Context: an optimization exercise on an open-source flow, tuned for small area and a short achievable clock period. The choices shown serve that exercise and are no tape-out recipe.
Function was not checked in any run shown here: the RTL went through the layout flow alone.
No activity file was given, so power comes from the tool's default toggle rates.

===== run.sh =====
#!/bin/bash
# synth_recipe.tcl (not shown) runs the flow's synth.tcl, then flattens the netlist and writes it again
# the make line also repeats each setting of config.mk as NAME=value (left out here)
make -C /OpenROAD-flow-scripts/flow DESIGN_CONFIG=/design/flow/config.mk WORK_HOME=/design/flow/orfs CLKGATE_MAP_FILE= SYNTH_SCRIPT=/design/flow/synth_recipe.tcl finish

===== config.mk =====
export PLATFORM = sky130hd
export DESIGN_NAME = gb_apu
export DESIGN_NICKNAME = gb_apu
export VERILOG_FILES = /design/flow/design.v
export SDC_FILE = /design/flow/constraint.sdc
export NUM_CORES = 4
export LEC_CHECK = 0
export CAP_MARGIN = 20
export CORE_MARGIN = 2
export CORE_UTILIZATION = 40
export SLEW_MARGIN = 20

===== constraint.sdc =====
create_clock -name core_clock -period 11.0 [get_ports {clk}]
set_input_delay 2.2000 -clock core_clock [delete_from_list [all_inputs] [get_ports {clk}]]
set_output_delay 2.2000 -clock core_clock [all_outputs]
set_load 0.01 [all_outputs]

===== design.v =====
module gbx_len #(
    parameter W = 6
) (
    input  logic         clk,
    input  logic         rst,
    input  logic         tick,
    input  logic         start,
    input  logic         single,
    input  logic [W-1:0] length,
    output logic         en,
    output logic         en_n
);
    logic [W-1:0] cnt;
    logic step;
    assign step = tick & single;
    always_comb begin
        if (rst) en_n = 1'b0;
        else if (start) en_n = 1'b1;
        else if (step & (&cnt)) en_n = 1'b0;
        else en_n = en;
    end
    always_ff @(posedge clk) begin
        en <= en_n;
        if (start) cnt <= length | {W{~|length}};
        else if (step) cnt <= cnt + 1'b1;
    end
endmodule
module gbx_env (
    input  logic       clk,
    input  logic       tick,
    input  logic       start,
    input  logic [3:0] init,
    input  logic       inc,
    input  logic [2:0] n,
    output logic [3:0] vol_n
);
    logic [2:0] cnt;
    logic [3:0] vol;
    always_comb begin
        if (start) vol_n = init;
        else if (tick & (cnt == 3'd0) & (n != 3'd0) & inc) vol_n = (&vol) ? 4'd14 : vol + 1'b1;
        else vol_n = vol;
    end
    always_ff @(posedge clk) begin
        vol <= vol_n;
        if (start) cnt <= n;
        else if (tick) cnt <= (cnt != 3'd0) ? cnt - 1'b1 : n;
    end
endmodule
module gbx_pulse #(
    parameter SWEEP = 1
) (
    input  logic        clk,
    input  logic        len_rst,
    input  logic        len_clk,
    input  logic        env_clk,
    input  logic        sw_clk,
    input  logic        sp,
    input  logic [ 2:0] pace,
    input  logic        dec,
    input  logic [ 2:0] nsh,
    input  logic [ 1:0] duty_n,
    input  logic [ 5:0] length,
    input  logic [ 3:0] init,
    input  logic        inc,
    input  logic [ 2:0] nenv,
    input  logic        single,
    input  logic [10:0] freq,
    output logic [ 3:0] level_n,
    output logic        on
);
    logic [10:0] shadow;
    logic        ovf, ovf_n;
    generate
        if (SWEEP) begin : g_sweep
            logic [3:0] stimer;
            logic sen;
            logic [10:0] delta;
            logic [3:0] reload;
            logic step;
            assign delta  = shadow >> nsh;
            assign reload = (pace == 3'd0) ? 4'd8 : {1'b0, pace};
            assign step   = sw_clk & (stimer == 4'd0) & sen;
            always_comb begin
                if (sp) ovf_n = 1'b0;
                else if (step & ~dec & ~ovf) ovf_n = ({1'b0, shadow} + {1'b0, delta}) > 12'd2047;
                else ovf_n = ovf;
            end
            always_ff @(posedge clk) begin
                ovf <= ovf_n;
                if (sp) begin
                    shadow <= freq;
                    stimer <= reload;
                    sen    <= (pace != 3'd0) && (nsh != 3'd0);
                end else if (sw_clk) begin
                    if (stimer != 4'd0) stimer <= stimer - 1'b1;
                    else begin
                        stimer <= reload;
                        if (sen) begin
                            if (dec) shadow <= shadow - delta;
                            else if (~ovf) shadow <= shadow + delta;
                        end
                    end
                end
            end
        end else begin : g_nosweep
            always_ff @(posedge clk) begin
                if (sp) shadow <= freq;
            end
            assign ovf   = 1'b0;
            assign ovf_n = 1'b0;
        end
    endgenerate
    logic [3:0] vol_n;
    gbx_env envelope (
        .clk  (clk),
        .tick (env_clk),
        .start(sp),
        .init (init),
        .inc  (inc),
        .n    (nenv),
        .vol_n(vol_n)
    );
    logic len_en, len_en_n;
    gbx_len #(6) len (
        .clk   (clk),
        .rst   (len_rst),
        .tick  (len_clk),
        .start (sp),
        .single(single),
        .length(length),
        .en    (len_en),
        .en_n  (len_en_n)
    );
    logic [ 2:0] widx, widx_n;
    logic [10:0] pd;
    logic [ 1:0] pdc;
    logic        wrap;
    assign wrap = (pdc == 2'b00) & (&pd);
    always_comb begin
        if (sp) widx_n = 3'd0;
        else if (wrap) widx_n = widx + 1'b1;
        else widx_n = widx;
    end
    always_ff @(posedge clk) begin
        widx <= widx_n;
        if (sp) pdc <= 2'b11;
        else pdc <= pdc - 1'b1;
        if (sp) pd <= freq;
        else if (pdc == 2'b00) pd <= (&pd) ? shadow : pd + 1'b1;
    end
    logic wv_n;
    always_comb begin
        case (duty_n)
            2'b00:   wv_n = &widx_n;
            2'b01:   wv_n = &widx_n[2:1];
            2'b10:   wv_n = widx_n[2];
            default: wv_n = |widx_n[2:1];
        endcase
    end
    assign on      = len_en & ~ovf;
    assign level_n = (len_en_n & ~ovf_n & wv_n) ? vol_n : 4'b0000;
endmodule
module gbx_wave (
    input  logic        clk,
    input  logic        len_rst,
    input  logic        len_clk,
    input  logic        start,
    input  logic        sp,
    input  logic [ 7:0] length,
    input  logic [ 1:0] vol_n,
    input  logic        on,
    input  logic        on_n,
    input  logic        single,
    input  logic [10:0] freq,
    input  logic [ 7:0] byte_n,
    output logic [ 4:0] ptr,
    output logic [ 4:0] ptr_next,
    output logic [ 3:0] level_n,
    output logic        en
);
    logic [11:0] div;
    logic        wrap;
    assign wrap = &div;
    always_comb begin
        if (sp) ptr_next = 5'd0;
        else if (wrap & on) ptr_next = ptr + 1'b1;
        else ptr_next = ptr;
    end
    always_ff @(posedge clk) begin
        ptr <= ptr_next;
        if (sp | wrap) div <= {freq, 1'b0};
        else div <= div + 1'b1;
    end
    logic [3:0] sample_n;
    assign sample_n = ptr_next[0] ? byte_n[3:0] : byte_n[7:4];
    always_comb begin
        if (on_n) begin
            case (vol_n)
                2'b00:   level_n = 4'b0000;
                2'b01:   level_n = sample_n;
                2'b10:   level_n = {1'b0, sample_n[3:1]};
                default: level_n = {2'b00, sample_n[3:2]};
            endcase
        end else level_n = 4'b0000;
    end
    logic en_n;
    gbx_len #(8) len (
        .clk   (clk),
        .rst   (len_rst),
        .tick  (len_clk),
        .start (start),
        .single(single),
        .length(length),
        .en    (en),
        .en_n  (en_n)
    );
endmodule
module gbx_noise (
    input  logic       clk,
    input  logic       len_rst,
    input  logic       len_clk,
    input  logic       env_clk,
    input  logic       sp,
    input  logic [5:0] length,
    input  logic [3:0] init,
    input  logic       inc,
    input  logic [2:0] nenv,
    input  logic [3:0] shift,
    input  logic       width7,
    input  logic [2:0] ratio,
    input  logic       single,
    output logic [3:0] level_n,
    output logic       en
);
    logic [ 6:0] pdiv;
    logic [21:0] calc;
    assign pdiv = (ratio == 3'd0) ? 7'd8 : {ratio, 4'b0000};
    assign calc = {15'd0, pdiv} << shift;
    logic [21:0] ft;
    logic [14:0] lfsr, lfsr_n;
    logic        fb, fire;
    assign fb   = lfsr[0] ^ lfsr[1];
    assign fire = (ft == 22'd0);
    always_comb begin
        if (sp) lfsr_n = {15{1'b1}};
        else if (fire) lfsr_n = width7 ? {fb, lfsr[14:8], fb, lfsr[6:1]} : {fb, lfsr[14:1]};
        else lfsr_n = lfsr;
    end
    always_ff @(posedge clk) begin
        lfsr <= lfsr_n;
        if (sp | fire) ft <= calc;
        else ft <= ft - 1'b1;
    end
    logic [3:0] vol_n;
    gbx_env envelope (
        .clk  (clk),
        .tick (env_clk),
        .start(sp),
        .init (init),
        .inc  (inc),
        .n    (nenv),
        .vol_n(vol_n)
    );
    logic en_n;
    gbx_len #(6) len (
        .clk   (clk),
        .rst   (len_rst),
        .tick  (len_clk),
        .start (sp),
        .single(single),
        .length(length),
        .en    (en),
        .en_n  (en_n)
    );
    assign level_n = (en_n & ~lfsr_n[0]) ? vol_n : 4'b0000;
endmodule
module gb_apu (
    input  logic        clk,
    input  logic        reset,
    input  logic [15:0] addr_i,
    input  logic [ 7:0] data_i,
    input  logic        wren,
    output logic [ 7:0] data_o,
    output logic [15:0] left,
    output logic [15:0] right
);
    logic       hi_ok, in_regs, in_wave, is26;
    logic [4:0] ridx;
    assign hi_ok   = (addr_i[15:6] == 10'b1111111100);
    assign in_regs = hi_ok & (addr_i[5] ^ addr_i[4]);
    assign in_wave = hi_ok & addr_i[5] & addr_i[4];
    assign ridx    = {~addr_i[4], addr_i[3:0]};
    assign is26    = in_regs & (ridx == 5'd22);
    logic [31:0][7:0] regs, regs_n;
    logic             se;
    assign se = regs[22][7];
    logic       clr, wr_ok;
    logic [7:0] dcol;
    assign clr   = reset | (wren & is26 & ~data_i[7]);
    assign wr_ok = wren & in_regs & (se | (is26 & data_i[7]));
    assign dcol  = data_i & {8{~clr}};
    integer i;
    always_comb begin
        for (i = 0; i < 32; i = i + 1) begin
            regs_n[i] = (clr | (wr_ok & (ridx == i[4:0]))) ? dcol : regs[i];
        end
    end
    always_ff @(posedge clk) regs <= regs_n;
    logic [15:0][7:0] wave;
    logic [7:0] cur_byte, byte_n;
    logic [4:0] ptr, ptr_next;
    logic [3:0] wave_waddr;
    logic       wave_we, ch3_dac;
    assign ch3_dac    = regs[10][7];
    assign wave_waddr = ch3_dac ? ptr[4:1] : addr_i[3:0];
    assign wave_we    = ~reset & wren & in_wave;
    integer k;
    always_ff @(posedge clk) begin
        for (k = 0; k < 16; k = k + 1) begin
            if (wave_we & (wave_waddr == k[3:0])) wave[k] <= data_i;
        end
    end
    assign byte_n = (wave_we && (wave_waddr == ptr_next[4:1])) ? data_i : wave[ptr_next[4:1]];
    always_ff @(posedge clk) cur_byte <= byte_n;
    logic [3:0] trig_w, start, sp;
    assign trig_w[0] = wren & data_i[7] & (addr_i == 16'hFF14);
    assign trig_w[1] = wren & data_i[7] & (addr_i == 16'hFF19);
    assign trig_w[2] = wren & data_i[7] & (addr_i == 16'hFF1E);
    assign trig_w[3] = wren & data_i[7] & (addr_i == 16'hFF23);
    always_ff @(posedge clk) begin
        if (~reset) start <= trig_w;
        sp <= reset ? 4'b0000 : (trig_w & ~start);
    end
    logic [15:0] fdiv;
    always_ff @(posedge clk) begin
        if (reset) fdiv <= 16'd0;
        else fdiv <= fdiv + 1'b1;
    end
    logic len_clk, sw_clk, env_clk;
    assign len_clk = &fdiv[13:0];
    assign sw_clk  = &fdiv[14:0];
    assign env_clk = &fdiv[15:0];
    logic [3:0] lv1_n, lv2_n, lv3_n, lv4_n;
    logic ch1_on, ch2_on, ch3_on, ch4_on;
    gbx_pulse #(1) channel_1 (
        .clk    (clk),
        .len_rst(~se),
        .len_clk(len_clk),
        .env_clk(env_clk),
        .sw_clk (sw_clk),
        .sp     (sp[0]),
        .pace   (regs[0][6:4]),
        .dec    (regs[0][3]),
        .nsh    (regs[0][2:0]),
        .duty_n (regs_n[1][7:6]),
        .length (regs[1][5:0]),
        .init   (regs[2][7:4]),
        .inc    (regs[2][3]),
        .nenv   (regs[2][2:0]),
        .single (regs[4][6]),
        .freq   ({regs[4][2:0], regs[3]}),
        .level_n(lv1_n),
        .on     (ch1_on)
    );
    gbx_pulse #(0) channel_2 (
        .clk    (clk),
        .len_rst(~se),
        .len_clk(len_clk),
        .env_clk(env_clk),
        .sw_clk (sw_clk),
        .sp     (sp[1]),
        .pace   (3'd0),
        .dec    (1'b0),
        .nsh    (3'd0),
        .duty_n (regs_n[6][7:6]),
        .length (regs[6][5:0]),
        .init   (regs[7][7:4]),
        .inc    (regs[7][3]),
        .nenv   (regs[7][2:0]),
        .single (regs[9][6]),
        .freq   ({regs[9][2:0], regs[8]}),
        .level_n(lv2_n),
        .on     (ch2_on)
    );
    gbx_wave channel_3 (
        .clk     (clk),
        .len_rst (~se),
        .len_clk (len_clk),
        .start   (start[2]),
        .sp      (sp[2]),
        .length  (regs[11]),
        .vol_n   (regs_n[12][6:5]),
        .on      (ch3_dac),
        .on_n    (regs_n[10][7]),
        .single  (regs[14][6]),
        .freq    ({regs[14][2:0], regs[13]}),
        .byte_n  (byte_n),
        .ptr     (ptr),
        .ptr_next(ptr_next),
        .level_n (lv3_n),
        .en      (ch3_on)
    );
    gbx_noise channel_4 (
        .clk    (clk),
        .len_rst(~se),
        .len_clk(len_clk),
        .env_clk(env_clk),
        .sp     (sp[3]),
        .length (regs[16][5:0]),
        .init   (regs[17][7:4]),
        .inc    (regs[17][3]),
        .nenv   (regs[17][2:0]),
        .shift  (regs[18][7:4]),
        .width7 (regs[18][3]),
        .ratio  (regs[18][2:0]),
        .single (regs[19][6]),
        .level_n(lv4_n),
        .en     (ch4_on)
    );
    always_comb begin
        if (in_regs) begin
            if (ridx == 5'd22) data_o = {se, 3'b000, ch4_on, ch3_on, ch2_on, ch1_on};
            else data_o = regs[ridx];
        end else if (in_wave) data_o = ch3_dac ? cur_byte : wave[addr_i[3:0]];
        else data_o = 8'hFF;
    end
    logic [7:0] pan_n;
    assign pan_n = regs_n[21];
    logic [5:0] sum_l, sum_r;
    always_ff @(posedge clk) begin
        sum_l <= (pan_n[4] ? {2'b00, lv1_n} : 6'd0) + (pan_n[5] ? {2'b00, lv2_n} : 6'd0)
               + (pan_n[6] ? {2'b00, lv3_n} : 6'd0) + (pan_n[7] ? {2'b00, lv4_n} : 6'd0);
        sum_r <= (pan_n[0] ? {2'b00, lv1_n} : 6'd0) + (pan_n[1] ? {2'b00, lv2_n} : 6'd0)
               + (pan_n[2] ? {2'b00, lv3_n} : 6'd0) + (pan_n[3] ? {2'b00, lv4_n} : 6'd0);
    end
    logic [2:0] vl, vr;
    assign vl = regs[20][6:4] & {3{se}};
    assign vr = regs[20][2:0] & {3{se}};
    logic [8:0] mix_l, mix_r;
    assign mix_l = (vl[0] ? {3'd0, sum_l} : 9'd0) + (vl[1] ? {2'd0, sum_l, 1'b0} : 9'd0)
                 + (vl[2] ? {1'd0, sum_l, 2'b0} : 9'd0);
    assign mix_r = (vr[0] ? {3'd0, sum_r} : 9'd0) + (vr[1] ? {2'd0, sum_r, 1'b0} : 9'd0)
                 + (vr[2] ? {1'd0, sum_r, 2'b0} : 9'd0);
    assign left  = {1'b0, mix_l, 6'b0};
    assign right = {1'b0, mix_r, 6'b0};
endmodule

==> results of run 1 <==
==> metrics by stage <==
stage,worst slack [ps],area (um^2)
finish,2614,33650
CTS,2766,33630
global route,2245,33650
global placement,2497,31580
detailed placement,2172,31600
floorplan,3504,30120
==> final cells by class <==
type / instances / share of cell area, %
Clock inverter: 31 / 0.6879
Timing Repair Buffer: 104 / 2.677
Multi-Input combinational cell: 1633 / 37.66
Tap cell: 969 / 3.603
Inverter: 102 / 1.138
Sequential cell: 593 / 48.88
Clock buffer: 89 / 5.351
==> worst paths after layout <==
check / to / slack [ps] / cells after the start
worst max-delay path: sum_l[5]$_DFF_P_ / 2610 / 17
worst min-delay path: channel_1.pdc[0]$_SDFF_PP1_ / 400 / 1
worst max register to register: sum_l[5]$_DFF_P_ / 4290 / 23
worst min register to register: channel_1.pdc[0]$_SDFF_PP1_ / 400 / 1
==> cells by family after synthesis <==
logic type | Yosys count
other cells | 1
mux | 181
simple gates | 782
compound gates | 444
buf+inv | 236
flops | 593
fa+ha+maj | 101
xor+xnor | 111
==> power by group <==
| part | internal [W] | leakage, nW | switching (W) |
|---|---|---|---|
| Clock | 0.00119 | 0.994 | 0.000916 |
| Sequential | 0.00252 | 5.34 | 0.0000844 |
| Combinational | 0.000177 | 5.81 | 0.000238 |
==> layer usage <==
| metal | vias to the layer above | part of all wire (%) | wire [um] | GRT usage (%) |
|---|---|---|---|---|
| li1 | 9292 | - | - | - |
| met1 | 10241 | 41 | 33160 | 27.03 |
| met2 | 788 | 49 | 39610 | 35.07 |
| met3 | 187 | 6.7 | 5437 | 3.702 |
| met4 | 2 | 3.8 | 3055 | 8.080 |
| met5 | - | 0.016 | 13 | 0 |
==> state kept, by name, summed over array words and instances (netlist names), 8 cells and up <==
signal / cells
channel_1.pd: 11
channel_1.shadow: 11
channel_2.pd: 11
channel_2.shadow: 11
channel_3.div: 12
channel_3.len.cnt: 8
channel_4.ft: 22
channel_4.lfsr: 15
cur_byte: 8
fdiv: 16
regs: 256
wave: 128
==> cells in the mapped netlist, types with 11 or more instances <==
cell and instances:
a21o_1 15, ha_1 74, a21oi_1 124, and3_1 48
mux2i_1 40, mux2_2 17, fa_1 27, nor2_1 204
nor3_1 44, o21ai_0 115, and2_1 25, a211o_1 22
nor4_1 14, clkbuf_1 86, buf_1 15, edfxtp_1 457
inv_1 98, nand4_1 20, buf_4 16, nor2b_1 39
mux4_2 124, a211oi_1 21, o31ai_1 13, dfxtp_1 136
or3_1 16, xor2_1 49, nand2b_1 26, nand3_1 86
or2_2 11, a31oi_1 25, nand2_1 194, xnor2_1 60
==> cells in the final DEF, fill, tap and decap left out, types with 11 or more instances in the layout <==
| master | netlist | routed |
|---|---|---|
| or3_1 | 16 | 16 |
| nor2b_1 | 39 | 38 |
| a211o_1 | 22 | 22 |
| nor2_1 | 204 | 196 |
| clkbuf_1 | 86 | 19 |
| o31ai_1 | 13 | 13 |
| nor3_1 | 44 | 43 |
| or2_2 | 11 | 11 |
| clkdlybuf4s50_1 | 0 | 48 |
| fa_1 | 27 | 27 |
| mux2_2 | 17 | 17 |
| o21ai_0 | 115 | 105 |
| nand4_1 | 20 | 20 |
| edfxtp_1 | 457 | 457 |
| xnor2_1 | 60 | 60 |
| a31oi_1 | 25 | 24 |
| xor2_1 | 49 | 49 |
| inv_1 | 98 | 98 |
| conb_1 | 1 | 14 |
| ha_1 | 74 | 74 |
| mux2i_1 | 40 | 40 |
| nand2_1 | 194 | 194 |
| clkinv_2 | 0 | 14 |
| nand2b_1 | 26 | 26 |
| and2_1 | 25 | 21 |
| o21ai_1 | 5 | 15 |
| mux4_2 | 124 | 124 |
| a21o_1 | 15 | 15 |
| and3_1 | 48 | 48 |
| dfxtp_1 | 136 | 134 |
| nor4_1 | 14 | 14 |
| nand3_1 | 86 | 86 |
| clkbuf_16 | 0 | 68 |
| a211oi_1 | 21 | 21 |
| a21oi_1 | 124 | 124 |
| buf_4 | 16 | 51 |
==> worst max-delay path: cells and delay by family <==
family	cells	cell delay, ps
and+or+nand+nor	6	2490
adders and majority gates	5	2180
buffers and inverters	3	1390
AOI/OAI and AO/OA	2	360
muxes	1	250
==> impl_results.md, run 1 <==
- Worst VDD drop: 134.7 uV
- Area contributors post-synth: edfxtp_1 (46%), mux4_2 (9.3%), dfxtp_1 (9.1%)
- Setup Viol. Count Final: 0
- Slew at the pin closest to its max-slew limit: 1133 ps
- Synth unique cells: 96
- Nets@finish: 2,628
- Worst hold margin: 395.5 ps
- Mapped Cells: 2,449
- CP max FO: 17
- Area grow syn2layout: 11.91%
- Total global-route track usage: 20.92%
- # rows: 100
- Flop and latch count out of synthesis: 593
- Util after Layout: 45.20%
- CTS Sinks: 593
- Warnings, synthesis: 8
- Largest net degree at the start of global routing: 78
- Die area: 0.07738 mm^2
- Critical Path Start: addr_i[4]
- Clk latency of the worst-skew pair: 610 ps
- Power Total: 0.005122 W
- Setup TNS: 0 ps
- First-pass GRT wire length: 124,300 um
- Netlist Area Pre-Place: 0.03007 mm^2
- Congestion Overflow GR: 0
- Initial antenna violation count: 3
- Main flop type after synthesis: edfxtp_1
- Longest Clk Path Bufs: 3
- CTS tree: yes
- Max Freq: 119.2 MHz
- Slew Limit Fails: 0
- Yosys top cell area share: 45.64%
- Die width: 278.2 um
- FF/Latch Area: 0.01645 mm^2
- DRT Pass-1 Iters: 6
- Multi-input logic area: 0.01267 mm^2
- RD Place Congestion: 0.9177
- Syn_area_per_cell: 12.28 um^2
- Vias in the first global route: 20.70k
- Core Region: 0.07445 mm^2
- Post-Route WL: 81,280 um
- Max Cap Viol: 0
- Crit path top cell by count: fa_1
- Worst setup EP type: flop
- Placed Instances: 3,399
- N_diodes: 0
- Path category of the worst min-delay check: reg2reg
- Slowest-stage cell, CP: clkdlybuf4s50_1
- Largest family of logic cells by synthesized area: simple AND/OR/NAND/NOR gates
- Post-DP HPWL: 57,210 um
- Layout cells sized above 1: 13.44%
- Area leader, netlist: edfxtp_1
- CTS Buf Count: 66
- Post-synthesis xor/xnor area fraction: 3.283%
- CP Data Arrival Time: 8880 ps
- Average wire per standard cell: 23.09 um
- Hold Buf Count CTS: 0
- Clock Tree Root: clkbuf_16
- Post-Synth Adder-Cell Area: 4.877%
- Worst Hold Launch: channel_1.pdc[0]$_SDFF_PP1_
- Reg-to-Reg Start: regs[0]$_DFFE_PP_
- RSZ-0062 raised after global routing: no
- Clock-pin slew on the worst setup and hold paths: 60 ps
- Seq/Total Area, Yosys: 54.70%
- Asr flop ratio synth: 0%
- Slew margin rel.: 24.21%
- IO buf count: 52
- Final worst-path cycle share: 76.24%
- CP Class: in2reg
- Die H: 278.2 um
- Simple-gate area share of the yosys netlist: 12.93%
- Remaining antenna violation count: 0
- Required @ worst endpoint: 11,490 ps
- Power per standard cell area: 152.2 mW/mm^2
- Post_cts resized: 0
- IO Count: 67
- Worst setup SP type: input port
- Worst-path cell chain: clkdlybuf4s50_1 > clkinv_1 > ha_1 > nor4_1 > nand2_1 > nor3_1 > nand3_1 > mux2i_1 > nor3_1 > nand3_1 > fa_1 > inv_1 > fa_1 > ha_1 > fa_1 > a21o_1 > a21o_1
- Fill count: 6,605
- Number of remaining DRC errors: 0
- DR iter-0 viols: 1,856
- Vias post-DR: 20.51k
- Clock Skew: 18.01 ps
- Worst path max stage delay: 880 ps
- Vias per inst: 5.825
- Leakage: 12.14 nW
- Cell Count, Final, Fillers Out: 3,521
- Synth Area in Compound Gates: 9.496%
- CTS H-tree depth: 3
- Initial core utilization: 40.39%
- Mux share of post-synthesis cell area: 11.26%
- Status: no timing/DRC/antenna violations
- # Post-CTS Setup Buffers: 0
- EDFF count, synth: 457
- Hold Violations, Final: 0
- Tmin final: 8386 ps
==> run 2: changes to the inputs <==
--- a/config.mk
+++ b/config.mk
@@ -8,4 +8,5 @@
 export CAP_MARGIN = 20
 export CORE_MARGIN = 2
 export CORE_UTILIZATION = 40
+export SETUP_SLACK_MARGIN = 5
 export SLEW_MARGIN = 20
==> run 2 against run 1 <==
Largest cell class unchanged; still clean; clock power up about 10%; highest routed layer is now met4; critical path depth is 7 lower; register-to-register slack improved by 850 ps.
==> impl_results.md, run 2 <==
- Status: no timing/DRC/antenna violations
- First-pass GRT wire length: 130,400 um
- Simple-gate area share of the yosys netlist: 12.93%
- Top Registers: regs: 256 flops, wave: 128 flops, channel_4.ft: 22 flops
- Commonest non-fill, non-tap cell in the layout: edfxtp_1
- Worst setup EP type: output pin
- RD Place Congestion: 0.9270
- Vias per inst: 5.882
- CTS tree: yes
- Area leader, netlist: edfxtp_1
- Final worst-path cycle share: 59.08%
- Post-synthesis xor/xnor area fraction: 3.283%
- Worst setup SP type: input port
- Worst Hold Launch: channel_2.pdc[0]$_SDFF_PP1_
- Slew margin rel.: 20.16%
- Average wire per standard cell: 23.91 um
- Path category of the worst min-delay check: reg2reg
- Initial core utilization: 40.39%
- Layout cells sized above 1: 21.82%
- Flop and latch count out of synthesis: 593
- Reg2Reg Setup Slack: 5140 ps
- Yosys top cell area share: 45.64%
- Area contributors post-synth: edfxtp_1 (46%), mux4_2 (9.3%), dfxtp_1 (9.1%)
- CP Data Arrival Time: 4300 ps
- Max Cap Viol: 0
- Longest Clk Path Bufs: 3
- Commonest non-fill, non-tap cells in the layout: edfxtp_1 (457), nor2_1 (196), nand2_1 (182), buf_4 (137), dfxtp_1 (134)
- EDFF count, synth: 457
- Main flop type after synthesis: edfxtp_1
- Worst hold margin: 391.3 ps
- Vias in the first global route: 21.23k
- Combinational power share: 9.1%
- Seq/Total Area, Yosys: 54.70%
- Util after Layout: 48.50%
- Mux share of post-synthesis cell area: 11.26%
- Die area: 0.07738 mm^2
- Setup Viol. Count Final: 0
- Max Freq: 153.9 MHz
- Largest net degree at the start of global routing: 71
- Worst VDD drop: 152.2 uV
- CP Class: in2out
- WHS Path Cells: 1
- Required @ worst endpoint: 8800 ps
- Setup TNS: 0 ps
- Hold Violations, Final: 0
- Placed Instances: 3,403
- Clock Skew: 35.33 ps
- Power Total: 0.005415 W
- Die width: 278.2 um
- Hold Path Sink: channel_2.pdc[0]$_SDFF_PP1_
- DR iter-0 viols: 2,369
- Count leader, synth: edfxtp_1
- Total global-route track usage: 22.18%
- Cell Count, Final, Fillers Out: 3,654
- Fill count: 6,352
- # rows: 100
- Largest family of logic cells by synthesized area: simple AND/OR/NAND/NOR gates
- Tmin final: 6499 ps
- Hold Buf Count CTS: 0
- Vias post-DR: 21.49k
- IO buf count: 52
- Clk latency of the worst-skew pair: 620 ps
- Remaining antenna violation count: 0
- Clock Power Share: 42.7%
- Leakage: 13.39 nW
- Core Region: 0.07445 mm^2
- Power per standard cell area: 150.0 mW/mm^2
- CP max FO: 8
- Max reg flops: 256
- Sw Share: 24.35%
- Congestion Overflow GR: 0
- Nets@finish: 2,758
- Slew at the pin closest to its max-slew limit: 1192 ps
- Post-Route WL: 87,350 um
- R2R cell count: 18
- Largest Register: regs
- Area grow syn2layout: 20.10%
- N_diodes: 0
- Reg-to-Reg Start: regs[87]$_DFF_P_
- Initial antenna violation count: 1
- Leading cell types by count after synthesis: edfxtp_1 (457), nor2_1 (204), nand2_1 (194)
- Mapped Cells: 2,449
- Internal power: 0.004096 W
- Synth unique cells: 96
- Number of remaining DRC errors: 0
- Post-Synth Adder-Cell Area: 4.877%
- Netlist Area Pre-Place: 0.03007 mm^2
- IO Count: 67
- Reg power frac: 48.2%
- Synth Area in Compound Gates: 9.496%
- Asr flop ratio synth: 0%
- Slew Limit Fails: 0
- CTS Sinks: 593
- CTS H-tree depth: 3
- Post-DP HPWL: 57,320 um
- Syn_area_per_cell: 12.28 um^2
- Warnings, synthesis: 8
- Reg2reg end: sum_l[5]$_DFF_P_
- CTS Buf Count: 67
- RSZ-0062 raised after global routing: yes
- Clock-pin slew on the worst setup and hold paths: 60 ps
- Die H: 278.2 um
- DRT Pass-1 Iters: 5
- Net Switching: 0.001319 W
- Clock Tree Root: clkbuf_16
==> run 2: cell counts after synthesis <==
Identical to the previous run, type by type.
==> run 2: power groups by stage <==
stage / Sequential (W) / Combinational, W / Clock (W)
2_1_floorplan: 0.00261 / 0.000314 / 0
3_3_place_gp: 0.00265 / 0.000400 / 0
3_5_place_dp: 0.00266 / 0.000410 / 0
4_1_cts: 0.00261 / 0.000466 / 0.00234
5_1_grt: 0.00262 / 0.000524 / 0.00243
6_report: 0.00261 / 0.000491 / 0.00231
==> run 2: stage by stage <==
step / setup WS (ps) / area [um^2]
final: 4501 / 36110
after global routing: 4487 / 36110
after CTS: 4517 / 35430
after detailed placement: 2892 / 31800
after global placement: 2886 / 31790
after floorplan: 4873 / 30640
==> run 2: worst max-delay path: stages <==
cell       delay (ps)
buf_16            160
clkbuf_16         170
buf_4             110
mux4_2            480
mux4_2            540
nor2_2            120
a31oi_1            60
nor2_1            160
a31oi_2            90
buf_2             180
==> run 2: timing repair <==
action | CTS | global route
gates resized for setup | 139 | 70
endpoints found under the setup margin | 28 | 22
pin swaps | 39 | 42
buffers inserted | 70 | 38
hold endpoints to repair | 0 | 0
cloned | 14 | 5
==> run 2: area by class of cell <==
cell class	count	area, um^2	area share [%]
Timing Repair Buffer	230	2482	6.875
Clock buffer	82	1836	5.083
Timing Repair inverter	1	7.507	0.02079
Sequential cell	593	16450	45.55
Inverter	102	406.6	1.126
Tap cell	969	1212	3.358
Clock inverter	42	452.9	1.254
Multi-Input combinational cell	1635	13260	36.73
==> run 2: worst max path at each step <==
| stage | start | endpoint |
|---|---|---|
| 6_report | addr_i[0] | data_o[2] |
| 5_1_grt | addr_i[0] | data_o[4] |
| 4_1_cts | addr_i[0] | data_o[6] |
| 3_5_place_dp | addr_i[1] | data_o[0] |
| 3_3_place_gp | addr_i[1] | data_o[0] |
| 2_1_floorplan | addr_i[3] | sum_l[5]$_DFF_P_ |
==> run 2: metal layers <==
| layer | share of wire (%) | GRT usage, % |
|---|---|---|
| met3 | 9.4 | 4.525 |
| met4 | 3.9 | 8.704 |
| met5 | 0 | 0 |
| met2 | 47 | 35.72 |
| met1 | 40 | 29.48 |
==> run 2: logic make-up (layout without fill, tap and decap cells) <==
logic type / Yosys count / count (layout)
other: 1 / 14
muxes: 181 / 181
xor gates and xnor gates: 111 / 111
adders and majority gates: 101 / 101
AOI/OAI and AO/OA: 444 / 446
buffers and inverters: 236 / 457
DFF: 593 / 593
and+or+nand+nor: 782 / 782
==> run 3: changes to the inputs <==
--- a/config.mk
+++ b/config.mk
@@ -8,5 +8,5 @@
 export CAP_MARGIN = 20
 export CORE_MARGIN = 2
 export CORE_UTILIZATION = 40
-export SETUP_SLACK_MARGIN = 5
+export SETUP_SLACK_MARGIN = 4
 export SLEW_MARGIN = 20
==> run 3 against run 2 <==
Power down 2.9%; critical path type unchanged; count of clock-buffer cells in the layout rose by 5; clock power fell by 4%.
==> impl_results.md, run 3 <==
- Nets@finish: 2,641
- Initial core utilization: 40.39%
- Area leader, netlist: edfxtp_1
- DRT Pass-1 Iters: 6
- Max Freq: 140.5 MHz
- Average wire per standard cell: 23.28 um
- Asr flop ratio synth: 0%
- Worst setup SP type: input port
- Count leader, synth: edfxtp_1
- IO Count: 67
- Seq/Total Area, Yosys: 54.70%
- CTS Buf Count: 66
- Crit path max-delay family: multiplexers
- Flop and latch count out of synthesis: 593
- Setup Viol. Count Final: 0
- Main flop type after synthesis: edfxtp_1
- Synth Area in Compound Gates: 9.496%
- Largest Register: regs
- CTS H-tree depth: 3
- Crit path top cell by count: mux4_2
- Placed Instances: 3,397
- Clock Tree Root: clkbuf_16
- # rows: 100
- Leading cell types by count after synthesis: edfxtp_1 (457), nor2_1 (204), nand2_1 (194)
- Area contributors post-synth: edfxtp_1 (46%), mux4_2 (9.3%), dfxtp_1 (9.1%)
- Largest net degree at the start of global routing: 71
- Commonest non-fill, non-tap cells in the layout: edfxtp_1 (457), nor2_1 (200), nand2_1 (193), dfxtp_1 (134)
- First-pass GRT wire length: 124,800 um
- Syn_area_per_cell: 12.28 um^2
- Die area: 0.07738 mm^2
- Power Total: 0.005255 W
- Power per standard cell area: 153.2 mW/mm^2
- Clk latency of the worst-skew pair: 620 ps
- Slew margin rel.: 20.24%
- Post-Synth Adder-Cell Area: 4.877%
- RSZ-0062 raised after global routing: yes
- CTS Sinks: 593
- Top Registers: regs: 256 flops, wave: 128 flops, channel_4.ft: 22 flops
- Cell Count, Final, Fillers Out: 3,534
- Final worst-path cycle share: 64.68%
- Yosys top cell area share: 45.64%
- Layout cells sized above 1: 14.70%
- N_diodes: 0
- Post-synthesis xor/xnor area fraction: 3.283%
- Number of remaining DRC errors: 0
- Status: no timing/DRC/antenna violations
- Vias in the first global route: 20.52k
- Slew at the pin closest to its max-slew limit: 1192 ps
- Simple-gate area share of the yosys netlist: 12.93%
- Path category of the worst min-delay check: reg2reg
- Post-DP HPWL: 57,160 um
- Commonest non-fill, non-tap cell in the layout: edfxtp_1
- Max Cap Viol: 0
- Vias post-DR: 20.68k
- Initial antenna violation count: 3
- Die H: 278.2 um
- DR iter-0 viols: 2,193
- Post-Route WL: 82,270 um
- Setup TNS: 0 ps
- CP Data Arrival Time: 4920 ps
- Fill count: 6,589
- IO buf count: 52
- Worst Path Buf+Inv: 3
- Remaining antenna violation count: 0
- Mux share of post-synthesis cell area: 11.26%
- CP max FO: 32
- CTS tree: yes
- Core Region: 0.07445 mm^2
- RD Place Congestion: 0.9604
- Longest Clk Path Bufs: 3
- Worst VDD drop: 127.8 uV
- Warnings, synthesis: 8
- Total global-route track usage: 21.09%
- Congestion Overflow GR: 0
- Vias per inst: 5.852
- Hold Violations, Final: 0
- Netlist Area Pre-Place: 0.03007 mm^2
- Worst-path cell chain: buf_16 > buf_12 > mux4_2 > mux4_2 > a211oi_2 > a31oi_1 > clkdlybuf4s50_1
- Die width: 278.2 um
- Area grow syn2layout: 14.10%
- Worst setup EP type: output pin
- Setup WS post-layout: 3885 ps
- Mapped Cells: 2,449
- CP Class: in2out
- Largest family of logic cells by synthesized area: simple AND/OR/NAND/NOR gates
- Tmin final: 7115 ps
- Required @ worst endpoint: 8800 ps
- Hold Buf Count CTS: 0
- Clock Skew: 29.06 ps
- EDFF count, synth: 457
- Max reg flops: 256
- Pre-CTS WS: 2869 ps
- Slowest-stage cell, CP: mux4_2
- Worst path max stage delay: 600 ps
- Clock-pin slew on the worst setup and hold paths: 60 ps
- Slew Limit Fails: 0
- Synth unique cells: 96
- Leakage: 12.43 nW
[run 3: cell counts after synthesis]
No cell type changed its count.
[run 3: worst paths after layout]
kind                            depth (start not counted)                          end  slack (ps)                        start
worst max-delay path                                    7                    data_o[0]        3880                    addr_i[1]
worst min-delay path                                    1  channel_1.pdc[0]$_SDFF_PP1_         400  channel_1.pdc[0]$_SDFF_PP1_
worst max register to register                         20             sum_r[5]$_DFF_P_        4390  channel_3.div[0]$_SDFF_PP0_
worst min register to register                          1  channel_1.pdc[0]$_SDFF_PP1_         400  channel_1.pdc[0]$_SDFF_PP1_
[run 3: logic make-up (layout without fill, tap and decap cells)]
family	after synthesis	count (layout)
compound gates	444	444
xor+xnor	111	111
fa+ha+maj	101	101
buf+inv	236	339
flops	593	593
mux	181	181
other cells	1	14
simple gates	782	782
[run 3: per-stage QoR]
step           cell area [um^2]  utilization [%]  hold slack [ps]
6_report                  34310            46.08            398.2
2_1_floorplan             30150                -            370.2
5_1_grt                   34310            46.08            417.4
4_1_cts                   34120            45.83            402.5
3_5_place_dp              31600            42.45            390.0
3_3_place_gp              31590            42.43            377.8
[run 3: timing repair]
action | CTS | global route
resized for setup | 43 | 27
buffers inserted | 0 | 10
pin swaps | 2 | 7
gates cloned | 5 | 0
setup endpoints to repair | 16 | 16
[run 3: layout make-up]
cell class | count | area, um^2 | share of cell area [%]
clock buffers | 87 | 1866 | 5.438
clock inverters | 33 | 301.5 | 0.8790
inverters | 102 | 387.9 | 1.131
multi-input cells | 1633 | 12830 | 37.39
flip-flops and latches | 593 | 16450 | 47.94
well taps | 969 | 1212 | 3.534
repair buffers | 117 | 1265 | 3.687
[run 3: metal layers]
metal / global-route usage [%] / routed length, um
met1: 27.27 / 33040
met2: 35.94 / 40270
met3: 3.660 / 6094
met4: 7.041 / 2847
met5: 0 / 25
[run 3: worst reg2reg max path, stage by stage, from the launching register on]
cell and delay, ps:
dfxtp_1 370, ha_1 280, nand4_4 220, o41a_1 570, a21oi_4 780, inv_2 500, a211o_1 410, a311oi_1 430
and4b_1 340, nor4_2 80, a31oi_1 260, nand2_1 120, and3b_1 200, fa_1 500, fa_1 560, ha_1 160
inv_1 50, fa_1 400, nor2b_1 150, o21ai_0 100, nand2b_1 80
[run 3: power by group]
group / switching (W) / total [W] / internal (W)
sequential: 0.0000868 / 0.00261 / 0.00252
combinational: 0.000242 / 0.000433 / 0.000191
clock: 0.000918 / 0.00221 / 0.00130
total: 0.00125 / 0.00526 / 0.00401
==> run 4: changes to the inputs <==
--- a/design.v
+++ b/design.v
@@ -78,12 +78,14 @@
             logic [10:0] delta;
             logic [3:0] reload;
             logic step;
+            logic [11:0] res;
             assign delta  = shadow >> nsh;
             assign reload = (pace == 3'd0) ? 4'd8 : {1'b0, pace};
             assign step   = sw_clk & (stimer == 4'd0) & sen;
+            assign res    = {1'b0, shadow} + {1'b0, delta ^ {11{dec}}} + {11'd0, dec};
             always_comb begin
                 if (sp) ovf_n = 1'b0;
-                else if (step & ~dec & ~ovf) ovf_n = ({1'b0, shadow} + {1'b0, delta}) > 12'd2047;
+                else if (step & ~dec & ~ovf) ovf_n = res[11];
                 else ovf_n = ovf;
             end
             always_ff @(posedge clk) begin
@@ -96,10 +98,7 @@
                     if (stimer != 4'd0) stimer <= stimer - 1'b1;
                     else begin
                         stimer <= reload;
-                        if (sen) begin
-                            if (dec) shadow <= shadow - delta;
-                            else if (~ovf) shadow <= shadow + delta;
-                        end
+                        if (sen & (dec | ~ovf)) shadow <= res[10:0];
                     end
                 end
             end
@@ -418,11 +417,14 @@
         .level_n(lv4_n),
         .en     (ch4_on)
     );
+    logic [31:0][7:0] rdarr;
     always_comb begin
-        if (in_regs) begin
-            if (ridx == 5'd22) data_o = {se, 3'b000, ch4_on, ch3_on, ch2_on, ch1_on};
-            else data_o = regs[ridx];
-        end else if (in_wave) data_o = ch3_dac ? cur_byte : wave[addr_i[3:0]];
+        rdarr     = regs;
+        rdarr[22] = {se, 3'b000, ch4_on, ch3_on, ch2_on, ch1_on};
+    end
+    always_comb begin
+        if (in_regs) data_o = rdarr[ridx];
+        else if (in_wave) data_o = ch3_dac ? cur_byte : wave[addr_i[3:0]];
         else data_o = 8'hFF;
     end
     logic [7:0] pan_n;
--- a/config.mk
+++ b/config.mk
@@ -8,5 +8,5 @@
 export CAP_MARGIN = 20
 export CORE_MARGIN = 2
 export CORE_UTILIZATION = 40
-export SETUP_SLACK_MARGIN = 4
+export SETUP_SLACK_MARGIN = 5
 export SLEW_MARGIN = 20
==> run 4 against run 3 <==
Register-to-register slack improved by 410 ps; count of clock-buffer cells in the layout stayed put; worst hold slack got worse by 6.6 ps; sequential cell count decreased by 7; wire length is 5.6% higher; via count is 0.95% higher; highest routed layer is now met4; area after synthesis down 2.0%; sequential power is essentially flat.
==> impl_results.md, run 4 <==
- Status: no timing/DRC/antenna violations
- Slew at the pin closest to its max-slew limit: 1106 ps
- Initial core utilization: 40.37%
- Setup Viol. Count Final: 0
- Combinational power share: 9.3%
- Setup TNS: 0 ps
- Reg2reg end: sum_r[5]$_DFF_P_
- Die H: 275.4 um
- Asr flop ratio synth: 0%
- Worst path max stage delay: 580 ps
- Sw Share: 24.32%
- Mapped Cells: 2,369
- Area grow syn2layout: 19.43%
- Seq/Total Area, Yosys: 55.12%
- Number of remaining DRC errors: 0
- Yosys top cell area share: 45.88%
- Post-Route WL: 86,890 um
- Slowest-stage cell, CP: mux4_2
- Worst-path cell chain: buf_16 > buf_16 > buf_8 > mux4_2 > mux4_2 > mux2i_4 > a22oi_2 > buf_2
- Total global-route track usage: 22.70%
- Warnings, synthesis: 8
- Max layer used: met4
- Power per standard cell area: 149.9 mW/mm^2
- Internal power: 0.003991 W
- Netlist Area Pre-Place: 0.02945 mm^2
- DR iter-0 viols: 2,355
- IO Count: 67
- CTS Sinks: 586
- Count leader, synth: edfxtp_1
- Average wire per standard cell: 24.62 um
- Area contributors post-synth: edfxtp_1 (46%), mux4_2 (9.3%), dfxtp_1 (9.2%)
- Commonest non-fill, non-tap cell in the layout: edfxtp_1
- CP max FO: 7
- Top Registers: regs: 249 flops, wave: 128 flops, channel_4.ft: 22 flops
- Path category of the worst min-delay check: reg2reg
- Hold Violations, Final: 0
- Crit path max-delay family: multiplexers
- CP Class: in2out
- Die width: 275.4 um
- Worst VDD drop: 138.7 uV
- Pre-CTS WS: 2803 ps
- Vias post-DR: 20.88k
- Post-DP HPWL: 56,650 um
- Required @ worst endpoint: 8800 ps
- Reg2Reg Setup Slack: 4800 ps
- Tmin final: 6514 ps
- RD Place Congestion: 0.8970
- Reg power frac: 49.2%
- Critical Path Start: addr_i[1]
- Hold Buf Count CTS: 0
- Slew Limit Fails: 0
- Layout cells sized above 1: 21.63%
- Met3 Wirelength: 6772 um
- Commonest non-fill, non-tap cells in the layout: edfxtp_1 (450), nor2_1 (173), nand2_1 (164), dfxtp_1 (134), mux4_2 (122)
- Area leader, netlist: edfxtp_1
- Worst hold margin: 391.6 ps
- CTS Buf Count: 66
- CP Data Arrival Time: 4310 ps
- Core Region: 0.07296 mm^2
- R2R cell count: 17
- Clock-pin slew on the worst setup and hold paths: 50 ps
- DRT Pass-1 Iters: 5
- Critical path destination: data_o[6]
- Setup WS post-layout: 4486 ps
- First-pass GRT wire length: 128,600 um
- Max reg flops: 249
- Die area: 0.07582 mm^2
- Longest Clk Path Bufs: 3
- Synth unique cells: 91
- Flop and latch count out of synthesis: 586
- Max Freq: 153.5 MHz
- Congestion Overflow GR: 0
- RSZ-0062 raised after global routing: yes
- Clock Skew: 17.36 ps
- Vias in the first global route: 20.30k
- Main flop type after synthesis: edfxtp_1
- WL met2: 40,930 um
- Final worst-path cycle share: 59.22%
- IO buf count: 52
- Leakage: 12.81 nW
- Net Switching: 0.001282 W
- Worst setup EP type: output pin
- Max Cap Viol: 0
- Met1 WL: 35,290 um
- Clock Power Share: 41.5%
- Initial antenna violation count: 0
- Levels on crit path: 8
- Reg-to-Reg Start: channel_3.div[0]$_SDFF_PP0_
- CTS tree: yes
- Vias per inst: 5.916
- Worst Path Buf+Inv: 4
- Largest net degree at the start of global routing: 64
- Syn_area_per_cell: 12.43 um^2
- # rows: 99
- N_diodes: 0
- Clock Tree Root: clkbuf_16
- EDFF count, synth: 450
- Fill count: 6,341
- Largest Register: regs
- Remaining antenna violation count: 0
- Slew margin rel.: 26.00%
- Worst setup SP type: input port
- Leading cell types by count after synthesis: edfxtp_1 (450), nor2_1 (194), nand2_1 (167)
- Clk latency of the worst-skew pair: 620 ps
- Nets@finish: 2,632
- CTS H-tree depth: 3
## run 4: cell types whose count changed after synthesis, moves of 9 or more
cell      previous run  this run
nor3_1              44        56
nor2_1             204       194
a211o_1             22         2
nand3_1             86        71
nand3b_1             9        22
and2_1              25        14
and3_1              48        39
nor2b_1             39        13
ha_1                74        62
nand2_1            194       167
mux2i_1             40        74
a31oi_1             25         7
## run 4: kinds of logic (layout without fill, tap and decap cells)
family | count (synthesis) | in the layout | synth area share [%]
AO/OA/AOI/OAI | 417 | 417 | 8.955
XOR/XNOR | 118 | 118 | 3.573
multiplexers | 214 | 214 | 12.54
other | 1 | 14 | 0.01273
adder cells (fa/ha/maj) | 89 | 89 | 4.469
flip-flops | 586 | 586 | 55.12
AND/OR/NAND/NOR | 705 | 705 | 11.81
buffers and inverters | 239 | 427 | 3.513
## run 4: repair_timing
action,4_1_cts,5_1_grt
gates resized for setup,178,78
gates cloned,12,2
setup buffers,48,31
pin swaps,35,42
setup endpoints to repair,26,23
hold endpoints to repair,0,0
## run 4: power by group through the flow
| stage | Combinational, W | Sequential (W) | Clock, W |
|---|---|---|---|
| after floorplan | 0.000295 | 0.00259 | 0 |
| after global placement | 0.000397 | 0.00263 | 0 |
| after detailed placement | 0.000406 | 0.00264 | 0 |
| after CTS | 0.000466 | 0.00259 | 0.00222 |
| after global routing | 0.000521 | 0.00260 | 0.00230 |
| final | 0.000492 | 0.00259 | 0.00219 |
## run 4: area by class of cell
cell class | count | area (um^2) | area share, %
repair buffers | 198 | 2162 | 6.146
inverters | 107 | 431.7 | 1.227
flip-flops and latches | 586 | 16240 | 46.16
clock buffers | 87 | 1760 | 5.005
multi-input cells | 1557 | 13000 | 36.97
clock inverters | 35 | 380.4 | 1.081
well taps | 959 | 1200 | 3.411
## run 4: layer usage
metal | vias up | GRT usage [%]
met5 | - | 0
met2 | 998 | 36.66
met4 | 0 | 9.474
met3 | 210 | 4.385
li1 | 9218 | -
met1 | 10452 | 30.06
## run 4: worst min path at each step
stage	from	endpoint	slack (ps)	depth (start not counted)
after detailed placement	channel_1.pdc[0]$_SDFF_PP1_	channel_1.pdc[0]$_SDFF_PP1_	380	1
after floorplan	channel_1.pdc[0]$_SDFF_PP1_	channel_1.pdc[0]$_SDFF_PP1_	370	1
after global placement	channel_1.pdc[0]$_SDFF_PP1_	channel_1.pdc[0]$_SDFF_PP1_	370	1
after CTS	channel_1.pdc[0]$_SDFF_PP1_	channel_1.pdc[0]$_SDFF_PP1_	390	1
final	channel_1.pdc[0]$_SDFF_PP1_	channel_1.pdc[0]$_SDFF_PP1_	390	1
after global routing	channel_1.pdc[0]$_SDFF_PP1_	channel_1.pdc[0]$_SDFF_PP1_	400	1
## run 4: metrics by stage
step | power (W) | std cells | cell area, um^2 | utilization (%)
floorplan | 0.002889 | 2382 | 29810 | -
global placement | 0.003030 | 3311 | 31130 | 42.67
detailed placement | 0.003043 | 3313 | 31170 | 42.73
CTS | 0.005278 | 3495 | 34530 | 47.33
global route | 0.005427 | 3529 | 35180 | 48.21
finish | 0.005273 | 3529 | 35180 | 48.21
==> run 5: changes to the inputs <==
--- a/config.mk
+++ b/config.mk
@@ -8,5 +8,7 @@
 export CAP_MARGIN = 20
 export CORE_MARGIN = 2
 export CORE_UTILIZATION = 40
+export CTS_CLUSTER_DIAMETER = 80
+export CTS_CLUSTER_SIZE = 30
 export SETUP_SLACK_MARGIN = 5
 export SLEW_MARGIN = 20
==> run 5 against run 4 <==
Combinational power decreased by 1%; largest cell class unchanged; worst hold slack improved by 11 ps; count of clock-buffer cells in the layout decreased by 51.
==> impl_results.md, run 5 <==
- Status: no timing/DRC/antenna violations
- Syn_area_per_cell: 12.43 um^2
- CP Data Arrival Time: 4330 ps
- Max Cap Viol: 0
- RD Place Congestion: 0.8970
- Main flop type after synthesis: edfxtp_1
- Leading cell types by count after synthesis: edfxtp_1 (450), nor2_1 (194), nand2_1 (167)
- Commonest non-fill, non-tap cells in the layout: edfxtp_1 (450), nor2_1 (170), nand2_1 (164), dfxtp_1 (134), mux4_2 (122)
- Nets@finish: 2,599
- Vias per inst: 5.942
- Setup TNS: 0 ps
- RSZ-0062 raised after global routing: yes
- Die width: 275.4 um
- Area after DPL: 0.03117 mm^2
- CP Class: in2out
- Critical path destination: data_o[6]
- Hold Violations, Final: 0
- Layout cells sized above 1: 20.77%
- IO buf count: 52
- CTS Buf Count: 34
- Flop and latch count out of synthesis: 586
- Netlist Area Pre-Place: 0.02945 mm^2
- Fill count: 6,364
- N_diodes: 0
- Slew margin rel.: 24.11%
- Asr flop ratio synth: 0%
- Leakage: 12.35 nW
- Clock Tree Root: clkbuf_16
- R2R cell count: 17
- Largest net degree at the start of global routing: 64
- Commonest non-fill, non-tap cell in the layout: edfxtp_1
- CTS Sinks: 586
- Initial core utilization: 40.37%
- Power per standard cell area: 134.3 mW/mm^2
- Final worst-path cycle share: 59.38%
- Max Freq: 153.1 MHz
- Power Total: 0.004607 W
- Slew Limit Fails: 0
- Count leader, synth: edfxtp_1
- Critical Path Start: addr_i[1]
- Longest Clk Path Bufs: 3
- Synth unique cells: 91
- Post-DP HPWL: 56,650 um
- Remaining antenna violation count: 0
- Setup Viol. Count Final: 0
- Largest Register: regs
- CP max FO: 7
- Seq/Total Area, Yosys: 55.12%
- Die H: 275.4 um
- Die area: 0.07582 mm^2
- Path category of the worst min-delay check: reg2reg
- Cell area after layout: 0.03430 mm^2
- Vias in the first global route: 19.99k
- CTS H-tree depth: 2
- Worst hold margin: 402.4 ps
- Congestion Overflow GR: 0
- Total global-route track usage: 22.34%
- Worst VDD drop: 120.9 uV
- Warnings, synthesis: 8
- Reg-to-Reg Start: channel_3.div[0]$_SDFF_PP0_
- Clk latency of the worst-skew pair: 590 ps
- Tmin final: 6532 ps
- Required @ worst endpoint: 8800 ps
- Worst setup EP type: output pin
- Area contributors post-synth: edfxtp_1 (46%), mux4_2 (9.3%), dfxtp_1 (9.2%)
- Top Registers: regs: 249 flops, wave: 128 flops, channel_4.ft: 22 flops
- IO Count: 67
- Core Region: 0.07296 mm^2
- Reg2reg end: sum_r[5]$_DFF_P_
- Mapped Cells: 2,369
- Number of remaining DRC errors: 0
- Slew at the pin closest to its max-slew limit: 1134 ps
- EDFF count, synth: 450
- Clock-pin slew on the worst setup and hold paths: 100 ps
- Util after Layout: 47.01%
- Post-Route WL: 85,460 um
- Area grow syn2layout: 16.45%
- Vias post-DR: 20.60k
- CTS tree: yes
- Max reg flops: 249
- First-pass GRT wire length: 126,700 um
- Average wire per standard cell: 24.65 um
- Initial antenna violation count: 0
- Reg2Reg Setup Slack: 4830 ps
- DRT Pass-1 Iters: 6
- Area leader, netlist: edfxtp_1
- Worst setup SP type: input port
- DR iter-0 viols: 2,162
- # rows: 99
- Clock Skew: 35.92 ps
- Yosys top cell area share: 45.88%
[run 5: cell counts after synthesis]
Identical to the previous run, type by type.
[run 5: power by group]
| group | internal, W | total [W] | switching [W] |
|---|---|---|---|
| sequential | 0.00249 | 0.00259 | 0.0000947 |
| clock | 0.000699 | 0.00153 | 0.000834 |
| combinational | 0.000226 | 0.000487 | 0.000261 |
[run 5: metrics by stage]
stage,setup slack [ps],std cells
2_1_floorplan,4173,2382
3_3_place_gp,2867,3311
3_5_place_dp,2803,3313
4_1_cts,4500,3442
5_1_grt,4461,3467
6_report,4468,3467
[run 5: timing repair]
item                                    CTS  global route
buffers inserted                         56            21
pin swaps                                45            43
hold buffers                              0             0
endpoints found under the setup margin   26            24
resized for setup                       194            68
cloned                                   12             2
[run 5: worst min path at each step]
| stage | startpoint | end | cells after the start |
|---|---|---|---|
| final | channel_1.pdc[0]$_SDFF_PP1_ | channel_1.pdc[0]$_SDFF_PP1_ | 1 |
| after global routing | channel_1.pdc[0]$_SDFF_PP1_ | channel_1.pdc[0]$_SDFF_PP1_ | 1 |
| after CTS | channel_1.pdc[0]$_SDFF_PP1_ | channel_1.pdc[0]$_SDFF_PP1_ | 1 |
| after detailed placement | channel_1.pdc[0]$_SDFF_PP1_ | channel_1.pdc[0]$_SDFF_PP1_ | 1 |
| after global placement | channel_1.pdc[0]$_SDFF_PP1_ | channel_1.pdc[0]$_SDFF_PP1_ | 1 |
| after floorplan | channel_1.pdc[0]$_SDFF_PP1_ | channel_1.pdc[0]$_SDFF_PP1_ | 1 |
[run 5: layer usage]
layer / vias up / wire, um / GRT usage, %
li1: 9119 / - / -
met1: 10282 / 34470 / 29.58
met5: - / 0 / 0
met3: 209 / 7027 / 3.976
met2: 991 / 40140 / 36.15
met4: 0 / 3826 / 9.716
[run 5: logic make-up after synthesis]
| logic type | after synthesis | share of synthesized area [%] |
|---|---|---|
| buffers and inverters | 239 | 3.513 |
| adder cells (fa/ha/maj) | 89 | 4.469 |
| other | 1 | 0.01273 |
| flip-flops | 586 | 55.12 |
| multiplexers | 214 | 12.54 |
| XOR/XNOR | 118 | 3.573 |
| AO/OA/AOI/OAI | 417 | 8.955 |
| AND/OR/NAND/NOR | 705 | 11.81 |
[run 5: final cells by class]
class                           count  area [um^2]  share of cell area, %
Sequential cell                   586        16240                  47.34
Multi-Input combinational cell   1557        13000                  37.89
Timing Repair Buffer              197         2172                  6.333
Tap cell                          959         1200                  3.498
Clock buffer                       36        900.9                  2.627
Inverter                          107        431.7                  1.259
Clock inverter                     25        359.1                  1.047
[run 5: critical path: stages]
cell     delay [ps]
buf_16          170
buf_16          160
buf_8           110
mux4_2          530
mux4_2          580
mux2i_4         250
a22oi_2         140
buf_2           170
==> run 6: changes to the inputs <==
--- a/config.mk
+++ b/config.mk
@@ -10,5 +10,5 @@
 export CORE_UTILIZATION = 40
 export CTS_CLUSTER_DIAMETER = 80
 export CTS_CLUSTER_SIZE = 30
-export SETUP_SLACK_MARGIN = 5
+export SETUP_SLACK_MARGIN = 4.6
 export SLEW_MARGIN = 20
==> run 6 against run 5 <==
Synthesized cell count unchanged; register-to-register slack worse by 150 ps; count of clock-buffer cells in the layout stayed put; sequential share of layout area increased by 0.68 points; clock skew fell by 1.2 ps; sequential cell count did not move; via count fell by 1.0%; power fell by 2.7%; cell count decreased by 0.72%; combinational power fell by 1%; largest power group unchanged; highest routed layer is now met5.
==> impl_results.md, run 6 <==
- RSZ-0062 raised after global routing: yes
- EDFF count, synth: 450
- Commonest non-fill, non-tap cell in the layout: edfxtp_1
- Reg2reg end: sum_r[5]$_DFF_P_
- Layout cells sized above 1: 18.61%
- Worst Hold Launch: channel_2.pdc[0]$_SDFF_PP1_
- Die area: 0.07582 mm^2
- Leakage: 12.09 nW
- Multi-input logic area: 0.01284 mm^2
- Worst-path cell chain: buf_16 > buf_16 > buf_8 > mux4_2 > mux4_2 > mux2i_2 > a22oi_2 > buf_2
- Post-Route WL: 83,530 um
- Warnings, synthesis: 8
- Area grow syn2layout: 14.80%
- Synth unique cells: 91
- N_diodes: 0
- CTS Sinks: 586
- Average wire per standard cell: 24.27 um
- Setup Viol. Count Final: 0
- Die width: 275.4 um
- Congestion Overflow GR: 0
- Initial antenna violation count: 2
- CP Data Arrival Time: 4370 ps
- Fill count: 6,406
- Worst setup SP type: input port
- Area leader, netlist: edfxtp_1
- Reg2Reg Setup Slack: 4680 ps
- IO Count: 67
- CP max FO: 6
- Area after DPL: 0.03115 mm^2
- DRT Pass-1 Iters: 6
- Sw Share: 26.38%
- Leading cell types by count after synthesis: edfxtp_1 (450), nor2_1 (194), nand2_1 (167)
- Cell area after layout: 0.03381 mm^2
- Reg-to-Reg Start: channel_3.div[0]$_SDFF_PP0_
- Main flop type after synthesis: edfxtp_1
- Util after Layout: 46.34%
- Max Freq: 152.3 MHz
- Tmin final: 6566 ps
- Clock-pin slew on the worst setup and hold paths: 110 ps
- Setup TNS: 0 ps
- Vias per inst: 5.925
- Slew Limit Fails: 0
- Pre-CTS WS: 2809 ps
- Net Switching: 0.001182 W
- Mapped Cells: 2,369
- Remaining antenna violation count: 0
- Total global-route track usage: 21.62%
- Clock Power Share: 31.6%
- Netlist Area Pre-Place: 0.02945 mm^2
- Worst path max stage delay: 560 ps
- Slowest-stage cell, CP: mux4_2
- Flop and latch count out of synthesis: 586
- Slew margin rel.: 14.38%
- Commonest non-fill, non-tap cells in the layout: edfxtp_1 (450), nor2_1 (177), nand2_1 (163), dfxtp_1 (134), a21oi_1 (125)
- FF/Latch Area: 0.01624 mm^2
- Required @ worst endpoint: 8800 ps
- RD Place Congestion: 0.9115
- Syn_area_per_cell: 12.43 um^2
- Path category of the worst min-delay check: reg2reg
- Combinational power share: 10.8%
- Final worst-path cycle share: 59.69%
- R2R cell count: 19
- Largest Register: regs
- Core Region: 0.07296 mm^2
- Vias in the first global route: 19.73k
- Vias post-DR: 20.40k
- Worst VDD drop: 133.3 uV
- Max Cap Viol: 0
- Asr flop ratio synth: 0%
- Post-DP HPWL: 54,440 um
- DR iter-0 viols: 2,073
- Number of remaining DRC errors: 0
- Longest Clk Path Bufs: 3
- Die H: 275.4 um
- Initial core utilization: 40.37%
- Slew at the pin closest to its max-slew limit: 1271 ps
- Max reg flops: 249
- Reg power frac: 57.6%
- CTS Buf Count: 31
- # rows: 99
- Clock Skew: 34.67 ps
- Power per standard cell area: 132.5 mW/mm^2
- Worst setup EP type: output pin
- Top Registers: regs: 249 flops, wave: 128 flops, channel_4.ft: 22 flops
- CP Class: in2out
- CTS H-tree depth: 1
- Power Total: 0.004481 W
- WHS Path Cells: 1
- Clk latency of the worst-skew pair: 650 ps
- Nets@finish: 2,574
- Count leader, synth: edfxtp_1
- Hold Violations, Final: 0
- First-pass GRT wire length: 123,800 um
- CTS tree: yes
- IO buf count: 52
- Yosys top cell area share: 45.88%
- Seq/Total Area, Yosys: 55.12%
- Internal power: 0.003299 W
- Setup WS post-layout: 4434 ps
- Clock Tree Root: clkbuf_16
- Largest net degree at the start of global routing: 64
- Area contributors post-synth: edfxtp_1 (46%), mux4_2 (9.3%), dfxtp_1 (9.2%)
- Status: no timing/DRC/antenna violations
- Hold Path Sink: channel_2.pdc[0]$_SDFF_PP1_
run 6: cell count changes in the layout (fill, tap and decap cells not counted), sizes merged, moves of 3 or more:
cell	previous run	this run
clkinv	11	8
clkdlybuf4s50	23	27
dlygate4sd2	1	8
dlymetal6s2s	4	1
inv	117	121
buf	156	127
run 6: critical path: cells and delay by family:
family / cells / cell delay (ps)
buf+inv: 4 / 620
compound gates: 1 / 160
mux: 3 / 1350
run 6: repair_timing:
action                     in CTS  in global routing
setup endpoints to repair      18                 17
pin swaps                      30                 27
gates cloned                   14                  5
hold buffers                    0                  0
gates resized for setup       143                 59
buffers inserted               36                 14
run 6: stage by stage:
stage                     hold slack (ps)  std cells
after floorplan                     366.3       2382
after global placement              374.0       3311
after detailed placement            382.7       3313
after CTS                           408.3       3421
after global routing                422.1       3442
final                               406.9       3442
run 6: layout make-up:
class,count,area share [%]
Sequential cell,586,48.03
Multi-Input combinational cell,1557,37.98
Timing Repair Buffer,175,5.884
Tap cell,959,3.549
Clock buffer,36,2.379
Inverter,107,1.258
Clock inverter,22,0.9214
run 6: how the worst max path moves through the flow:
| stage | cells after the start | from | slack [ps] | endpoint |
|---|---|---|---|---|
| global route | 21 | addr_i[4] | 4420 | sum_l[5]$_DFF_P_ |
| global placement | 17 | addr_i[4] | 3010 | sum_r[5]$_DFF_P_ |
| detailed placement | 17 | addr_i[4] | 2810 | sum_r[5]$_DFF_P_ |
| CTS | 8 | addr_i[1] | 4460 | data_o[2] |
| finish | 8 | addr_i[1] | 4430 | data_o[2] |
| floorplan | 19 | addr_i[4] | 4170 | sum_r[5]$_DFF_P_ |
run 6: metal layers:
metal / part of all wire (%) / GRT usage [%] / vias to the layer above
li1: - / - / 9061
met1: 42 / 29.61 / 10286
met2: 47 / 34.91 / 865
met3: 7.2 / 3.088 / 179
met4: 4.7 / 8.364 / 4
met5: 0.031 / 0 / -
run 6: cells by family (layout without fill, tap and decap cells):
| group | Yosys count | in the layout | synth area share, % |
|---|---|---|---|
| buffers and inverters | 239 | 340 | 3.513 |
| and+or+nand+nor | 705 | 705 | 11.81 |
| muxes | 214 | 214 | 12.54 |
| DFF | 586 | 586 | 55.12 |
| adders and majority gates | 89 | 89 | 4.469 |
| AOI/OAI and AO/OA | 417 | 417 | 8.955 |
| xor gates and xnor gates | 118 | 118 | 3.573 |
| other | 1 | 14 | 0.01273 |
run 6: power groups by stage:
stage	registers [W]	logic, W	clock network, W
final	0.00258	0.000482	0.00142
after floorplan	0.00259	0.000289	0
after global routing	0.00260	0.000512	0.00152
after global placement	0.00262	0.000403	0
after CTS	0.00258	0.000463	0.00144
after detailed placement	0.00263	0.000410	0

==> re-timing with driven ports <==
How much do the figures lean on ideal ports? The routed layouts below were timed once more, with nothing changed but the port constraints. Step 1 sets driving cells, clkbuf_16 on the clock port and buf_2 on the other inputs (assumed; they add their load-dependent delay and slew). Step 2 times the ports against the registers' clock, not the clock port: input delays grow and output delays shrink by t, the midpoint of the rising clock arrivals with the driver on. Slacks: ideal / step 1 / step 2; pairs: ideal / step 1.
run | shift t [ns] | setup WS [ns] | worst hold slack (ns) | latest minus earliest clock arrival (ns) | worst slew at a driven data input, ns
run 1 | 0.663 | 2.614 / 2.602 / 1.940 | 0.395 / 0.395 / 0.395 | 0.018 / 0.019 | 0.08
run 2 | 0.667 | 4.501 / 4.298 / 4.287 | 0.391 / 0.391 / 0.391 | 0.036 / 0.036 | 0.22
run 3 | 0.663 | 3.885 / 3.726 / 3.638 | 0.398 / 0.398 / 0.398 | 0.029 / 0.030 | 0.22
run 4 | 0.675 | 4.486 / 4.170 / 3.864 | 0.392 / 0.392 / 0.392 | 0.019 / 0.019 | 0.39
run 5 | 0.644 | 4.468 / 4.227 / 3.968 | 0.402 / 0.402 / 0.402 | 0.040 / 0.040 | 0.34
run 6 | 0.704 | 4.434 / 4.250 / 3.795 | 0.407 / 0.407 / 0.407 | 0.038 / 0.038 | 0.24
After both steps setup and hold are still met in every run listed. The setup slack of run 1, which loses most, moves by -0.012 ns with the drivers and by -0.674 ns with both steps.
